Context: an optimization exercise on an open-source flow, tuned for small area. The choices shown serve that exercise and are no tape-out recipe.
The RTL was checked by simulation tests, not by an equivalence proof against the original design.
Power and IR drop assume default switching activity.

Design axi_cfg_register, start of the top module:
module axi_cfg_register #
(
  parameter integer CFG_DATA_WIDTH = 1024,
  parameter integer AXI_DATA_WIDTH = 32,
  parameter integer AXI_ADDR_WIDTH = 32,
  parameter [CFG_DATA_WIDTH/AXI_DATA_WIDTH-1:0] NON_REG_MASK = 'h0
)
(
  input  wire                        aclk,
  input  wire                        aresetn,
  output wire [CFG_DATA_WIDTH-1:0]   cfg_data,
  input  wire [AXI_ADDR_WIDTH-1:0]   s_axi_awaddr,   
  input  wire                        s_axi_awvalid,  
  output wire                        s_axi_awready,  
  input  wire [AXI_DATA_WIDTH-1:0]   s_axi_wdata,    
  input  wire [AXI_DATA_WIDTH/8-1:0] s_axi_wstrb,    
  input  wire                        s_axi_wvalid,   
  output wire                        s_axi_wready,   
  output wire [1:0]                  s_axi_bresp,    
  output wire                        s_axi_bvalid,   
  input  wire                        s_axi_bready,   
  input  wire [AXI_ADDR_WIDTH-1:0]   s_axi_araddr,   
  input  wire                        s_axi_arvalid,  
  output wire                        s_axi_arready,  
  output wire [AXI_DATA_WIDTH-1:0]   s_axi_rdata,    
  output wire [1:0]                  s_axi_rresp,    
  output wire                        s_axi_rvalid,   
  input  wire                        s_axi_rready    
);
Settings: LEC_CHECK=0, CAP_MARGIN=20, CORE_AREA=75 75 355 355, DIE_AREA=0 0 430 430, PLACE_DENSITY=0.65, SLEW_MARGIN=20, SYNTH_HIERARCHICAL=1, SYNTH_MINIMUM_KEEP_SIZE=0; clock period 8.0 ns.
standard.sh (not shown) runs the stock make flow with config.mk's settings and CLKGATE_MAP_FILE= SYNTH_SCRIPT=/design/flow/synth_recipe.tcl, a recipe that flattens the netlist after the stock synthesis.
==> flow/flow/run.sh <==
#!/bin/bash
# The standard layout (standard.sh: unchanged synthesis, floorplan, power grid and
# tap cells), with two changes:
# - the buffers that global placement puts on every input and output port are
#   the smallest plain buffer, buf_1, rather than the cell OpenROAD picks;
# - clock tree synthesis uses set leaf clusters (size and diameter below) and
#   inserts no dummy loads.
set -euo pipefail
export BUFFER_PORTS_ARGS="-buffer_cell sky130_fd_sc_hd__buf_1"
export CTS_ARGS="-sink_clustering_enable -repair_clock_nets -dont_use_dummy_load -buf_list {sky130_fd_sc_hd__clkbuf_16} -sink_clustering_size 32 -sink_clustering_max_diameter 60"
bash standard.sh > standard.log 2>&1
The first run completed without violations.
Then changed:
==> flow/flow/run.sh (replaced) <==
#!/bin/bash
# The standard layout (standard.sh, unchanged synthesis, floorplan, power grid and
# tap cells), with one change: the buffers that global placement puts on every
# input and output port are the smallest plain buffer, buf_1, rather than the
# cell OpenROAD picks by default. Repair may still resize them later.
set -euo pipefail
export BUFFER_PORTS_ARGS="-buffer_cell sky130_fd_sc_hd__buf_1"
bash standard.sh > standard.log 2>&1
--- a/flow/config.mk
+++ b/flow/config.mk
@@ -8,5 +8,4 @@
 export CAP_MARGIN = 20
-export CORE_AREA = 75 75 355 355
+export CORE_AREA = 10 10 420 420
 export DIE_AREA = 0 0 430 430
-export PLACE_DENSITY = 0.65
 export SLEW_MARGIN = 20
Outcome:
- worst hold slack stays flat
- area after synthesis is unchanged
- non-clock buffer count rises by 19
- clock skew goes down by 47 ps
- die area does not change
- routed wire length drops by 14%
- total power increases by 27%
- via count hardly moves
- setup slack improved by 38 ps
- final area increases by 9.1%
- sequential power stays flat
Then changed:
==> flow/flow/run.sh (replaced) <==
#!/bin/bash
# The standard layout (standard.sh: unchanged synthesis, floorplan, power grid and
# tap cells), with two changes:
# - the buffers that global placement puts on every input and output port are
#   the smallest plain buffer, buf_1, rather than the cell OpenROAD picks;
# - clock tree synthesis uses set leaf clusters (size and diameter below) and
#   inserts no dummy loads.
set -euo pipefail
export BUFFER_PORTS_ARGS="-buffer_cell sky130_fd_sc_hd__buf_1"
export CTS_ARGS="-sink_clustering_enable -repair_clock_nets -dont_use_dummy_load -buf_list {sky130_fd_sc_hd__clkbuf_8} -sink_clustering_size 16 -sink_clustering_max_diameter 50"
bash standard.sh > standard.log 2>&1
--- a/flow/config.mk
+++ b/flow/config.mk
@@ -8,4 +8,5 @@
 export CAP_MARGIN = 20
-export CORE_AREA = 10 10 420 420
+export CORE_AREA = 75 75 355 355
 export DIE_AREA = 0 0 430 430
+export PLACE_DENSITY = 0.65
 export SLEW_MARGIN = 20
=> Via count rose by 1.0%; non-clock buffer count is lower by 19; flip-flop and latch count stays the same; hold slack hardly moves; wire length went up by 17%.
Then changed:
==> flow/flow/run.sh (replaced) <==
#!/bin/bash
# The standard layout (standard.sh, unchanged synthesis, floorplan, power grid and
# tap cells), with one change: the buffers that global placement puts on every
# input and output port are the smallest plain buffer, buf_1, rather than the
# cell OpenROAD picks by default. Repair may still resize them later.
set -euo pipefail
export BUFFER_PORTS_ARGS="-buffer_cell sky130_fd_sc_hd__buf_1"
bash standard.sh > standard.log 2>&1
--- a/flow/config.mk
+++ b/flow/config.mk
@@ -8,5 +8,5 @@
 export CAP_MARGIN = 20
-export CORE_AREA = 75 75 355 355
+export CORE_AREA = 10 10 420 420
+export CTS_BUF_LIST = sky130_fd_sc_hd__clkbuf_4 sky130_fd_sc_hd__clkbuf_8
 export DIE_AREA = 0 0 430 430
-export PLACE_DENSITY = 0.65
 export SLEW_MARGIN = 20
The changed run went through all stages and came out clean.
Setup slack is worse by 46 ps.
Design area rose by roughly a tenth.
Non-clock buffer count rose by 19.
Worst hold slack hardly moves.
Cell count rose by a quarter to a third.
Core utilization fell by 28 points.
Count of clock-buffer cells in the layout rose by 177.
Clock power rose by well over a third.
Sequential cell count does not change.

-- what the ideal ports hide --
The results above use ideal ports. As a check the final layouts listed here were re-extracted and re-timed, cells and wires unchanged. Step 1 (the two cells are an assumption about what drives the block):
set clk [get_ports {aclk}]
set_driving_cell -lib_cell sky130_fd_sc_hd__clkbuf_16 $clk
set_driving_cell -lib_cell sky130_fd_sc_hd__buf_2 [delete_from_list [all_inputs] $clk]
Step 2 adds t to the input delays and takes it off the output delays; t is the mean of the earliest and latest rising clock arrival at the registers after step 1. Input paths then give back, and output paths get back, about the clock's delay inside the block. Three values: ideal, step 1, step 2; two values: the first two.
run	t, ns	setup WS [ns]	worst hold slack (ns)	slew at the worst register clock pin (ns)
the first run	0.672	3.673 / 3.676 / 3.004	0.488 / 0.488 / 0.488	0.11 / 0.11
the second run	0.841	3.711 / 3.761 / 2.921	0.485 / 0.485 / 0.485	0.07 / 0.07
the third run	0.781	3.816 / 3.818 / 3.037	0.485 / 0.485 / 0.485	0.11 / 0.11
the fourth run	0.996	3.770 / 3.804 / 2.808	0.486 / 0.486 / 0.486	0.07 / 0.07
After both steps every run listed still meets setup and hold. For the fourth run, which loses most, drivers alone change the setup slack by +0.034 ns; drivers and shift together by -0.962 ns.
